From an optimization exercise on the open Yosys and OpenROAD flow, aimed at small area; shortcuts taken in it are not production practice.
The RTL was checked by simulation tests, not by an equivalence proof against the original design.

==> job 2547: inputs <==
==> flow/design.v (excerpt) <==
module top (
  input         Clk,
  input         Reset,   
  input         InValid,
  input  [19:0] InData1,
  input  [19:0] InData2,
  input  [19:0] InData3,
  input  [19:0] InData4,
  output        OutValid,
  output [19:0] OutData1,
  output [19:0] OutData2,
  output [19:0] OutData3,
  output [19:0] OutData4
);
==> flow/config.mk <==
export PLATFORM = sky130hd
export DESIGN_NAME = top
export DESIGN_NICKNAME = top
export VERILOG_FILES = /design/flow/design.v
export SDC_FILE = /design/flow/constraint.sdc
export NUM_CORES = 8
export LEC_CHECK = 0
export ABC_AREA = 1
export CAP_MARGIN = 20
export CORE_MARGIN = 2
export CORE_UTILIZATION = 40
export SLEW_MARGIN = 20
==> flow/constraint.sdc <==
create_clock -name core_clock -period 11.0 [get_ports {Clk}]
set_input_delay 2.2000 -clock core_clock [delete_from_list [all_inputs] [get_ports {Clk}]]
set_output_delay 2.2000 -clock core_clock [all_outputs]
set_load 0.01 [all_outputs]
run.sh (not shown) runs the stock make flow with config.mk's settings and CLKGATE_MAP_FILE= SYNTH_SCRIPT=/design/flow/synth_recipe.tcl, a recipe that flattens the netlist after the stock synthesis.
==> inputs of job 469, as changes to job 2547 <==
--- a/flow/design.v
+++ b/flow/design.v
@@ -29,15 +29,15 @@
   localparam T1 = pc(PR1);
   localparam T2 = T1 + pc(PR2);
   localparam T3 = T2 + pc(PR3);
   localparam T4 = T2 + pc(PR4);
   localparam IN5 = (T3 > T4) ? T3 : T4;
   localparam T5 = IN5 + pc(PR5);
   localparam T6 = T5 + pc(PR6);
-  localparam TL = T6 + 3 + D + 8;
+  localparam TL = T6 + 3 + D + 7;
   reg          inv_q;
   reg [TL-1:1] tl;
   wire [TL-1:0] vt = {tl, InValid & ~inv_q};
   always @(posedge Clk or negedge Reset) begin
     if (!Reset) begin
       inv_q <= 1'b0;
       tl    <= 0;
@@ -679,15 +679,16 @@
   wire m_346 = (m_219 & m_278) | (m_219 & m_279) | (m_278 & m_279);
   wire m_347 = m_221 ^ m_280 ^ m_281;
   wire m_348 = (m_221 & m_280) | (m_221 & m_281) | (m_280 & m_281);
   wire m_349 = m_223 ^ m_282 ^ m_283;
   wire m_350 = (m_223 & m_282) | (m_223 & m_283) | (m_282 & m_283);
   wire m_351 = m_224 ^ m_284 ^ m_285;
   wire m_352 = (m_224 & m_284) | (m_224 & m_285) | (m_284 & m_285);
-  wire [34:0] s = {m_350, m_348, m_346, m_344, m_342, m_340, m_338, m_336, m_334, m_332, m_330, m_328, m_326, m_324, m_322, m_320, m_318, m_316, m_314, m_312, m_310, m_308, m_306, m_304, m_302, m_300, m_298, m_296, m_294, m_292, m_290, m_288, neg1, pp0_1, pp0_0} + {m_351, m_349, m_347, m_345, m_343, m_341, m_339, m_337, m_335, m_333, m_331, m_329, m_327, m_325, m_323, m_321, m_319, m_317, m_315, m_313, m_311, m_309, m_307, m_305, m_303, m_301, m_299, m_297, m_295, m_293, m_291, m_289, m_287, 1'b0, neg0};
+  wire [34:0] s;
+  padd #(35) fa ({m_350, m_348, m_346, m_344, m_342, m_340, m_338, m_336, m_334, m_332, m_330, m_328, m_326, m_324, m_322, m_320, m_318, m_316, m_314, m_312, m_310, m_308, m_306, m_304, m_302, m_300, m_298, m_296, m_294, m_292, m_290, m_288, neg1, pp0_1, pp0_0}, {m_351, m_349, m_347, m_345, m_343, m_341, m_339, m_337, m_335, m_333, m_331, m_329, m_327, m_325, m_323, m_321, m_319, m_317, m_315, m_313, m_311, m_309, m_307, m_305, m_303, m_301, m_299, m_297, m_295, m_293, m_291, m_289, m_287, 1'b0, neg0}, 1'b0, s);
   assign p = s[34:15];
 endmodule
 module gk_fast (input [19:0] v, output [19:0] g);
   wire gk_fast_1 = v[1] ^ v[3];
   wire gk_fast_2 = v[1] & v[3];
   wire gk_fast_3 = v[2] ^ v[4] ^ v[15];
   wire gk_fast_4 = (v[2] & v[4]) | (v[2] & v[15]) | (v[4] & v[15]);
@@ -973,16 +974,19 @@
       for (i = 0; i < p; i = i + 1) if (PR[i]) nreg = nreg + 1;
     end
   endfunction
   wire [19:0] x [0:16];
   wire [19:0] y [0:16];
   wire [19:0] px [0:15];
   wire [19:0] py [0:15];
+  wire fz [0:16];
+  wire pfz [0:15];
   assign x[0] = xi;
   assign y[0] = yi;
+  assign fz[0] = 1'b0;
   wire v0 = vs[nreg(0)];
   wire [19:0] X = x[0];
   wire [19:0] Y = y[0];
   reg  r_mem, en0_mem, d0_mem;
   wire yz0   = (Y == 20'd0);
   wire ymin0 = Y[19] & (Y[18:0] == 19'd0);
   wire r     = v0 ? X[19] : r_mem;
@@ -991,54 +995,60 @@
   wire d0    = v0 ? d0v : d0_mem;
   always @(posedge Clk) if (v0) begin r_mem <= X[19]; en0_mem <= ~yz0; d0_mem <= d0v; end
   wire n1 = r ^ ~d0;                  
   wire n2 = r ^ d0;                   
   wire [19:0] ox = {20{en0}} & (Y ^ {20{n1}});
   wire [19:0] oy = {20{en0}} & (X ^ {20{n2}});
   assign px[0] = (X ^ {20{r}}) + ox + r + (en0 & n1);
-  assign py[0] = ((Y ^ {20{r}}) + oy + r + (en0 & n2)) & {20{~(v0 & yz0)}};
+  assign py[0] = (Y ^ {20{r}}) + oy + r + (en0 & n2);
+  assign pfz[0] = yz0;
   genvar p;
   generate for (p = 1; p <= 14; p = p + 1) begin : st
     localparam S = p;
     wire v = vs[nreg(p)];
     wire signed [19:0] xx = x[p];
     wire signed [19:0] yy = y[p];
     wire signed [19:0] xsh = xx >>> S;
     wire signed [19:0] ysh = yy >>> S;
     reg  en_mem, d_mem;
     wire yz  = (yy == 20'd0);
-    wire en  = v | en_mem;
+    wire en  = v ? ~fz[p] : en_mem;
     wire d   = v ? ~yy[19] : d_mem;
-    always @(posedge Clk) if (v) begin en_mem <= ~yz; d_mem <= ~yy[19]; end
+    always @(posedge Clk) if (v) begin en_mem <= ~(fz[p] | yz); d_mem <= ~yy[19]; end
+    assign pfz[p] = fz[p] | yz;
     wire [19:0] opx = {20{en}} & (ysh ^ {20{~d}});
     wire [19:0] opy = {20{en}} & (xsh ^ {20{d}});
     wire [19:0] sx, sy;
     padd #(20) ax (xx, opx, en & ~d, sx);
     padd #(20) ay (yy, opy, en & d, sy);
     assign px[p] = sx;
-    assign py[p] = sy & {20{~(v & yz)}};
+    assign py[p] = sy;
   end endgenerate
   generate
     if (GS) begin : gs
       gk_small gx (x[15], px[15]);
       gk_small gy (y[15], py[15]);
     end else begin : gf
       gk_fast gx (x[15], px[15]);
       gk_fast gy (y[15], py[15]);
     end
   endgenerate
+  assign pfz[15] = fz[15];
   generate for (p = 0; p <= 15; p = p + 1) begin : pr
     if (PR[p]) begin : r
       reg [19:0] rx, ry;
-      always @(posedge Clk) begin rx <= px[p]; ry <= py[p]; end
+      reg        rz;
+      always @(posedge Clk) begin rx <= px[p]; ry <= py[p]; rz <= pfz[p]; end
       assign x[p+1] = rx;
       assign y[p+1] = ry;
+      assign fz[p+1] = rz;
     end else begin : w
       assign x[p+1] = px[p];
       assign y[p+1] = py[p];
+      assign fz[p+1] = pfz[p];
     end
   end endgenerate
   assign xo = x[16];
   assign yo = y[16];
 endmodule
 module padd #(parameter W = 20) (
   input  [W-1:0] a,
@@ -1158,35 +1168,39 @@
   always @(posedge Clk) if (vt[T6+4]) z4 <= r4;    
   wire s_r44 = vt[T6+3], s_r33 = vt[T6+5], s_r22 = vt[T6+7];
   wire [19:0] rin = s_r44 ? r4 : s_r33 ? R33 : s_r22 ? R22 : R11;
   wire [19:0] rout;
   rcp #(D) u_rcp (.Clk(Clk), .in(rin), .out(rout));
   wire t0 = vt[TA], t1 = vt[TA+1], t2 = vt[TA+2], t3 = vt[TA+3];
   wire t4 = vt[TA+4], t5 = vt[TA+5], t6 = vt[TA+6];
-  reg [19:0] x4r, x3r, x2r, x1r, x4o, tr, acc;
+  reg [19:0] x4r, x3r, x2r, x4o, tr, acc;
   wire [19:0] ma1 = t3 ? x4r : rout;
   wire [19:0] ma2 = t0 ? z4 : t3 ? R24 : (t2 | t4) ? tr : acc;
   wire [19:0] mb1 = (t1 | t2) ? x4r : (t3 | t4) ? x3r : x2r;
   wire [19:0] mb2 = t1 ? R34 : t2 ? R14 : t3 ? R23 : t4 ? R13 : R12;
   wire [19:0] pa, pb;
   fmul ua (.a(ma1), .b(ma2), .p(pa));
   fmul ub (.a(mb1), .b(mb2), .p(pb));
   wire [19:0] base = t1 ? z3 : t2 ? z1 : t3 ? z2 : acc;
-  wire [19:0] sub  = base - pb - (t3 ? pa : 20'd0);
+  wire [19:0] npa = ~(t3 ? pa : 20'd0);
+  wire [19:0] npb = ~pb;
+  wire [19:0] cs_s = base ^ npa ^ npb;
+  wire [19:0] cs_c = (base & npa) | (base & npb) | (npa & npb);
+  wire [19:0] sub;
+  padd #(20) u_sub (cs_s, {cs_c[18:0], 1'b1}, 1'b1, sub);
   always @(posedge Clk) begin
     if (t0) x4r <= pa;
     if (t2) x3r <= pa;
     if (t4) x2r <= pa;
-    if (t6) x1r <= pa;
     if (t5) x4o <= x4r;
     if (t1 | t3) tr <= sub;
     if (t2 | t4 | t5) acc <= sub;
   end
-  assign OutValid = vt[TA+7];
-  assign OutData1 = x1r;
+  assign OutValid = t6;
+  assign OutData1 = pa;
   assign OutData2 = x2r;
   assign OutData3 = x3r;
   assign OutData4 = x4o;
 endmodule
 module rcp #(parameter D = 4) (
   input         Clk,
   input  [19:0] in,
@@ -1212,15 +1226,16 @@
     wire [19:0] r [I0:I1];
     wire [18:0] q [I0:I1];
     assign r[I0] = rem[s];
     assign q[I0] = quo[s];
     wire [19:0] dv = dvs[s];
     for (k = I0; k < I1; k = k + 1) begin : it
       localparam WK = (13 + k < 20) ? 13 + k : 20;
-      wire [WK:0] t = {1'b0, r[k][WK-1:0]} - {1'b0, dv[WK-1:0]};
+      wire [WK:0] t;
+      padd #(WK+1) sb ({1'b0, r[k][WK-1:0]}, ~{1'b0, dv[WK-1:0]}, 1'b1, t);
       wire hz = (WK < 20) ? ~|(dv >> WK) : 1'b1;
       wire qb = hz & ~t[WK];
       wire [19:0] rn = qb ? t[WK-1:0] : r[k][WK-1:0];
       assign r[k+1] = {rn[18:0], 1'b0};
       assign q[k+1] = q[k] | ({18'd0, qb} << (18 - k));
     end
     if (s < D - 1) begin : mid
CORE_UTILIZATION = 55   (was 40)
CTS_CLUSTER_DIAMETER = 120   (was default)
CTS_CLUSTER_SIZE = 22   (was default)
PLACE_DENSITY = 0.72   (was default)
==> inputs of job 5368, as changes to job 2547 <==
--- a/flow/design.v
+++ b/flow/design.v
@@ -14,15 +14,15 @@
 );
   localparam [15:0] PR1 = 16'b1010010010010010;
   localparam [15:0] PR2 = 16'b1100100100100100;
   localparam [15:0] PR3 = 16'b1100100100100100;
   localparam [15:0] PR4 = 16'b1100100100100100;
   localparam [15:0] PR5 = 16'b1100100100100100;
   localparam [15:0] PR6 = 16'b1100100100100100;
-  localparam D = 5;
+  localparam D = 6;
   function integer pc(input [15:0] v);
     integer i;
     begin
       pc = 0;
       for (i = 0; i < 16; i = i + 1) if (v[i]) pc = pc + 1;
     end
   endfunction
@@ -679,15 +679,16 @@
   wire m_346 = (m_219 & m_278) | (m_219 & m_279) | (m_278 & m_279);
   wire m_347 = m_221 ^ m_280 ^ m_281;
   wire m_348 = (m_221 & m_280) | (m_221 & m_281) | (m_280 & m_281);
   wire m_349 = m_223 ^ m_282 ^ m_283;
   wire m_350 = (m_223 & m_282) | (m_223 & m_283) | (m_282 & m_283);
   wire m_351 = m_224 ^ m_284 ^ m_285;
   wire m_352 = (m_224 & m_284) | (m_224 & m_285) | (m_284 & m_285);
-  wire [34:0] s = {m_350, m_348, m_346, m_344, m_342, m_340, m_338, m_336, m_334, m_332, m_330, m_328, m_326, m_324, m_322, m_320, m_318, m_316, m_314, m_312, m_310, m_308, m_306, m_304, m_302, m_300, m_298, m_296, m_294, m_292, m_290, m_288, neg1, pp0_1, pp0_0} + {m_351, m_349, m_347, m_345, m_343, m_341, m_339, m_337, m_335, m_333, m_331, m_329, m_327, m_325, m_323, m_321, m_319, m_317, m_315, m_313, m_311, m_309, m_307, m_305, m_303, m_301, m_299, m_297, m_295, m_293, m_291, m_289, m_287, 1'b0, neg0};
+  wire [34:0] s;
+  padd #(35) fa ({m_350, m_348, m_346, m_344, m_342, m_340, m_338, m_336, m_334, m_332, m_330, m_328, m_326, m_324, m_322, m_320, m_318, m_316, m_314, m_312, m_310, m_308, m_306, m_304, m_302, m_300, m_298, m_296, m_294, m_292, m_290, m_288, neg1, pp0_1, pp0_0}, {m_351, m_349, m_347, m_345, m_343, m_341, m_339, m_337, m_335, m_333, m_331, m_329, m_327, m_325, m_323, m_321, m_319, m_317, m_315, m_313, m_311, m_309, m_307, m_305, m_303, m_301, m_299, m_297, m_295, m_293, m_291, m_289, m_287, 1'b0, neg0}, 1'b0, s);
   assign p = s[34:15];
 endmodule
 module gk_fast (input [19:0] v, output [19:0] g);
   wire gk_fast_1 = v[1] ^ v[3];
   wire gk_fast_2 = v[1] & v[3];
   wire gk_fast_3 = v[2] ^ v[4] ^ v[15];
   wire gk_fast_4 = (v[2] & v[4]) | (v[2] & v[15]) | (v[4] & v[15]);
@@ -973,16 +974,19 @@
       for (i = 0; i < p; i = i + 1) if (PR[i]) nreg = nreg + 1;
     end
   endfunction
   wire [19:0] x [0:16];
   wire [19:0] y [0:16];
   wire [19:0] px [0:15];
   wire [19:0] py [0:15];
+  wire fz [0:16];
+  wire pfz [0:15];
   assign x[0] = xi;
   assign y[0] = yi;
+  assign fz[0] = 1'b0;
   wire v0 = vs[nreg(0)];
   wire [19:0] X = x[0];
   wire [19:0] Y = y[0];
   reg  r_mem, en0_mem, d0_mem;
   wire yz0   = (Y == 20'd0);
   wire ymin0 = Y[19] & (Y[18:0] == 19'd0);
   wire r     = v0 ? X[19] : r_mem;
@@ -991,54 +995,65 @@
   wire d0    = v0 ? d0v : d0_mem;
   always @(posedge Clk) if (v0) begin r_mem <= X[19]; en0_mem <= ~yz0; d0_mem <= d0v; end
   wire n1 = r ^ ~d0;                  
   wire n2 = r ^ d0;                   
   wire [19:0] ox = {20{en0}} & (Y ^ {20{n1}});
   wire [19:0] oy = {20{en0}} & (X ^ {20{n2}});
   assign px[0] = (X ^ {20{r}}) + ox + r + (en0 & n1);
-  assign py[0] = ((Y ^ {20{r}}) + oy + r + (en0 & n2)) & {20{~(v0 & yz0)}};
+  assign py[0] = (Y ^ {20{r}}) + oy + r + (en0 & n2);
+  assign pfz[0] = yz0;
   genvar p;
   generate for (p = 1; p <= 14; p = p + 1) begin : st
     localparam S = p;
     wire v = vs[nreg(p)];
     wire signed [19:0] xx = x[p];
     wire signed [19:0] yy = y[p];
     wire signed [19:0] xsh = xx >>> S;
     wire signed [19:0] ysh = yy >>> S;
     reg  en_mem, d_mem;
     wire yz  = (yy == 20'd0);
-    wire en  = v | en_mem;
+    wire en  = v ? ~fz[p] : en_mem;
     wire d   = v ? ~yy[19] : d_mem;
-    always @(posedge Clk) if (v) begin en_mem <= ~yz; d_mem <= ~yy[19]; end
+    always @(posedge Clk) if (v) begin en_mem <= ~(fz[p] | yz); d_mem <= ~yy[19]; end
+    assign pfz[p] = fz[p] | yz;
     wire [19:0] opx = {20{en}} & (ysh ^ {20{~d}});
     wire [19:0] opy = {20{en}} & (xsh ^ {20{d}});
     wire [19:0] sx, sy;
-    padd #(20) ax (xx, opx, en & ~d, sx);
-    padd #(20) ay (yy, opy, en & d, sy);
+    if (S >= 6) begin : sa
+      sadd #(20, 20 - S) ax (xx, opx[19-S:0], opx[19], en & ~d, sx);
+      sadd #(20, 20 - S) ay (yy, opy[19-S:0], opy[19], en & d, sy);
+    end else begin : pa
+      padd #(20) ax (xx, opx, en & ~d, sx);
+      padd #(20) ay (yy, opy, en & d, sy);
+    end
     assign px[p] = sx;
-    assign py[p] = sy & {20{~(v & yz)}};
+    assign py[p] = sy;
   end endgenerate
   generate
     if (GS) begin : gs
       gk_small gx (x[15], px[15]);
       gk_small gy (y[15], py[15]);
     end else begin : gf
       gk_fast gx (x[15], px[15]);
       gk_fast gy (y[15], py[15]);
     end
   endgenerate
+  assign pfz[15] = fz[15];
   generate for (p = 0; p <= 15; p = p + 1) begin : pr
     if (PR[p]) begin : r
       reg [19:0] rx, ry;
-      always @(posedge Clk) begin rx <= px[p]; ry <= py[p]; end
+      reg        rz;
+      always @(posedge Clk) begin rx <= px[p]; ry <= py[p]; rz <= pfz[p]; end
       assign x[p+1] = rx;
       assign y[p+1] = ry;
+      assign fz[p+1] = rz;
     end else begin : w
       assign x[p+1] = px[p];
       assign y[p+1] = py[p];
+      assign fz[p+1] = pfz[p];
     end
   end endgenerate
   assign xo = x[16];
   assign yo = y[16];
 endmodule
 module padd #(parameter W = 20) (
   input  [W-1:0] a,
@@ -1071,14 +1086,70 @@
         assign G[l+1][i] = G[l][i];
         assign P[l+1][i] = P[l][i];
       end
     end
   end endgenerate
   assign s = p ^ {G[LV][W-2:0], ci};
 endmodule
+module sadd #(parameter W = 20, parameter L = 10) (
+  input  [W-1:0] a,
+  input  [L-1:0] bl,
+  input          bm,
+  input          ci,
+  output [W-1:0] s
+);
+  function integer lg2(input integer n);
+    integer k;
+    begin
+      lg2 = 0;
+      for (k = 1; k < n; k = k * 2) lg2 = lg2 + 1;
+    end
+  endfunction
+  localparam K = W - L;
+  localparam LV = lg2(L);
+  wire [L-1:0] p = a[L-1:0] ^ bl;
+  wire [L-1:0] g = a[L-1:0] & bl;
+  wire [L-1:0] G [0:LV];
+  wire [L-1:0] P [0:LV];
+  assign G[0] = {g[L-1:1], g[0] | (p[0] & ci)};
+  assign P[0] = p;
+  genvar i, l;
+  generate for (l = 0; l < LV; l = l + 1) begin : lv
+    for (i = 0; i < L; i = i + 1) begin : b
+      if ((i >> l) & 1) begin : m
+        localparam J = ((i >> l) << l) - 1;
+        assign G[l+1][i] = G[l][i] | (P[l][i] & G[l][J]);
+        assign P[l+1][i] = P[l][i] & P[l][J];
+      end else begin : k
+        assign G[l+1][i] = G[l][i];
+        assign P[l+1][i] = P[l][i];
+      end
+    end
+  end endgenerate
+  assign s[L-1:0] = p ^ {G[LV][L-2:0], ci};
+  generate if (K > 0) begin : hi
+    localparam KV = lg2(K);
+    wire kk = G[LV][L-1] ^ bm;
+    wire [K-1:0] t = a[W-1:L] ^ {K{bm}};
+    wire [K-1:0] A [0:KV];
+    assign A[0] = t;
+    for (l = 0; l < KV; l = l + 1) begin : lv
+      for (i = 0; i < K; i = i + 1) begin : b
+        if ((i >> l) & 1) begin : m
+          localparam J = ((i >> l) << l) - 1;
+          assign A[l+1][i] = A[l][i] & A[l][J];
+        end else begin : k
+          assign A[l+1][i] = A[l][i];
+        end
+      end
+    end
+    wire [K-1:0] pa = {A[KV][K-2:0], 1'b1};
+    assign s[W-1:L] = a[W-1:L] ^ ({K{kk}} & pa);
+  end endgenerate
+endmodule
 module CORDIC_ARRAY #(
   parameter [15:0] PR1 = 16'h0, PR2 = 16'h0, PR3 = 16'h0,
   parameter [15:0] PR4 = 16'h0, PR5 = 16'h0, PR6 = 16'h0,
   parameter TL = 64
 ) (
   input          Clk,
   input  [TL-1:0] vt,
@@ -1167,15 +1238,20 @@
   wire [19:0] ma2 = t0 ? z4 : t3 ? R24 : (t2 | t4) ? tr : acc;
   wire [19:0] mb1 = (t1 | t2) ? x4r : (t3 | t4) ? x3r : x2r;
   wire [19:0] mb2 = t1 ? R34 : t2 ? R14 : t3 ? R23 : t4 ? R13 : R12;
   wire [19:0] pa, pb;
   fmul ua (.a(ma1), .b(ma2), .p(pa));
   fmul ub (.a(mb1), .b(mb2), .p(pb));
   wire [19:0] base = t1 ? z3 : t2 ? z1 : t3 ? z2 : acc;
-  wire [19:0] sub  = base - pb - (t3 ? pa : 20'd0);
+  wire [19:0] npa = ~(t3 ? pa : 20'd0);
+  wire [19:0] npb = ~pb;
+  wire [19:0] cs_s = base ^ npa ^ npb;
+  wire [19:0] cs_c = (base & npa) | (base & npb) | (npa & npb);
+  wire [19:0] sub;
+  padd #(20) u_sub (cs_s, {cs_c[18:0], 1'b1}, 1'b1, sub);
   always @(posedge Clk) begin
     if (t0) x4r <= pa;
     if (t2) x3r <= pa;
     if (t4) x2r <= pa;
     if (t6) x1r <= pa;
     if (t5) x4o <= x4r;
     if (t1 | t3) tr <= sub;
@@ -1212,15 +1288,16 @@
     wire [19:0] r [I0:I1];
     wire [18:0] q [I0:I1];
     assign r[I0] = rem[s];
     assign q[I0] = quo[s];
     wire [19:0] dv = dvs[s];
     for (k = I0; k < I1; k = k + 1) begin : it
       localparam WK = (13 + k < 20) ? 13 + k : 20;
-      wire [WK:0] t = {1'b0, r[k][WK-1:0]} - {1'b0, dv[WK-1:0]};
+      wire [WK:0] t;
+      padd #(WK+1) sb ({1'b0, r[k][WK-1:0]}, ~{1'b0, dv[WK-1:0]}, 1'b1, t);
       wire hz = (WK < 20) ? ~|(dv >> WK) : 1'b1;
       wire qb = hz & ~t[WK];
       wire [19:0] rn = qb ? t[WK-1:0] : r[k][WK-1:0];
       assign r[k+1] = {rn[18:0], 1'b0};
       assign q[k+1] = q[k] | ({18'd0, qb} << (18 - k));
     end
     if (s < D - 1) begin : mid
==> qor summary <==
Run status: job 5368 complete, no violations; job 2547 complete, no violations; job 469 complete, no violations
R2r setup slk: job 5368 0.26 ns; job 2547 0.58 ns; job 469 0.67 ns
Number of antenna cells inserted: job 5368 4; job 2547 10; job 469 7
Clock sink count: job 5368 3,673; job 2547 3,538; job 469 3,542
Final standard cell area without fillers: job 5368 343,000 µm²; job 2547 353,000 µm²; job 469 331,000 µm²
Portion of netlist area occupied by mux cells: job 5368 0.00358; job 2547 0.00680; job 469 0.00194
Placer's final routability congestion estimate: job 5368 0.919; job 2547 0.916; job 469 0.960
Count of multi-input combinational gates: job 5368 27.1k; job 2547 29.7k; job 469 27.4k
Final clock skew: job 5368 0.134 ns; job 2547 0.128 ns; job 469 0.119 ns
Synth unique cells: job 5368 84; job 2547 94; job 469 85
Cells resized by post-CTS repair: job 5368 120; job 2547 4; job 469 33
Clock network area share: job 5368 0.0422; job 2547 0.0406; job 469 0.0189
Routed length on met2: job 5368 400,000 µm; job 2547 402,000 µm; job 469 396,000 µm
Htree depth: job 5368 5; job 2547 5; job 469 4
Number of buffers inserted during clock tree synthesis: job 5368 408; job 2547 400; job 469 204
Routed length per instance: job 5368 16.3 µm; job 2547 16.3 µm; job 469 17.3 µm
Average size of a mapped cell: job 5368 7.84 µm²; job 2547 7.68 µm²; job 469 8.01 µm²
Number of gates on the worst path with buffers counted: job 5368 83; job 2547 38; job 469 28
CP Class: job 5368 reg2reg; job 2547 reg2reg; job 469 reg2out
Vias per Instance: job 5368 4.94; job 2547 5.01; job 469 5.39

==> separate check: timing with driven ports <==
In the flow no input, the clock included, has a driving cell. The finished layouts below were timed again as built, in two steps.
Step 1: set_driving_cell puts a clkbuf_16 on Clk and a buf_2 on each other input, an assumption about the parent block.
Step 2 times the ports against the registers' clock, not the clock port: input delays grow and output delays shrink by t, the midpoint of the rising clock arrivals with the driver on.
a / b / c = no drivers / after step 1 / after step 2; a / b = the first two.
| run | t (ns) | slack for setup (ns) | hold WS [ns] | worst data-port slew with drivers (ns) |
|---|---|---|---|---|
| job 2547 | 1.169 | 0.583 / 0.583 / 0.128 | 0.236 / 0.236 / 0.236 | 0.11 |
| job 469 | 1.116 | 0.272 / 0.149 / 0.244 | 0.256 / 0.256 / 0.256 | 0.07 |
| job 5368 | 1.152 | 0.264 / 0.264 / 0.075 | 0.239 / 0.239 / 0.239 | 0.07 |
After both steps every run listed still meets setup and hold. The setup slack of job 2547, which loses most, moves by 0.000 ns with the drivers and by -0.455 ns with both steps.
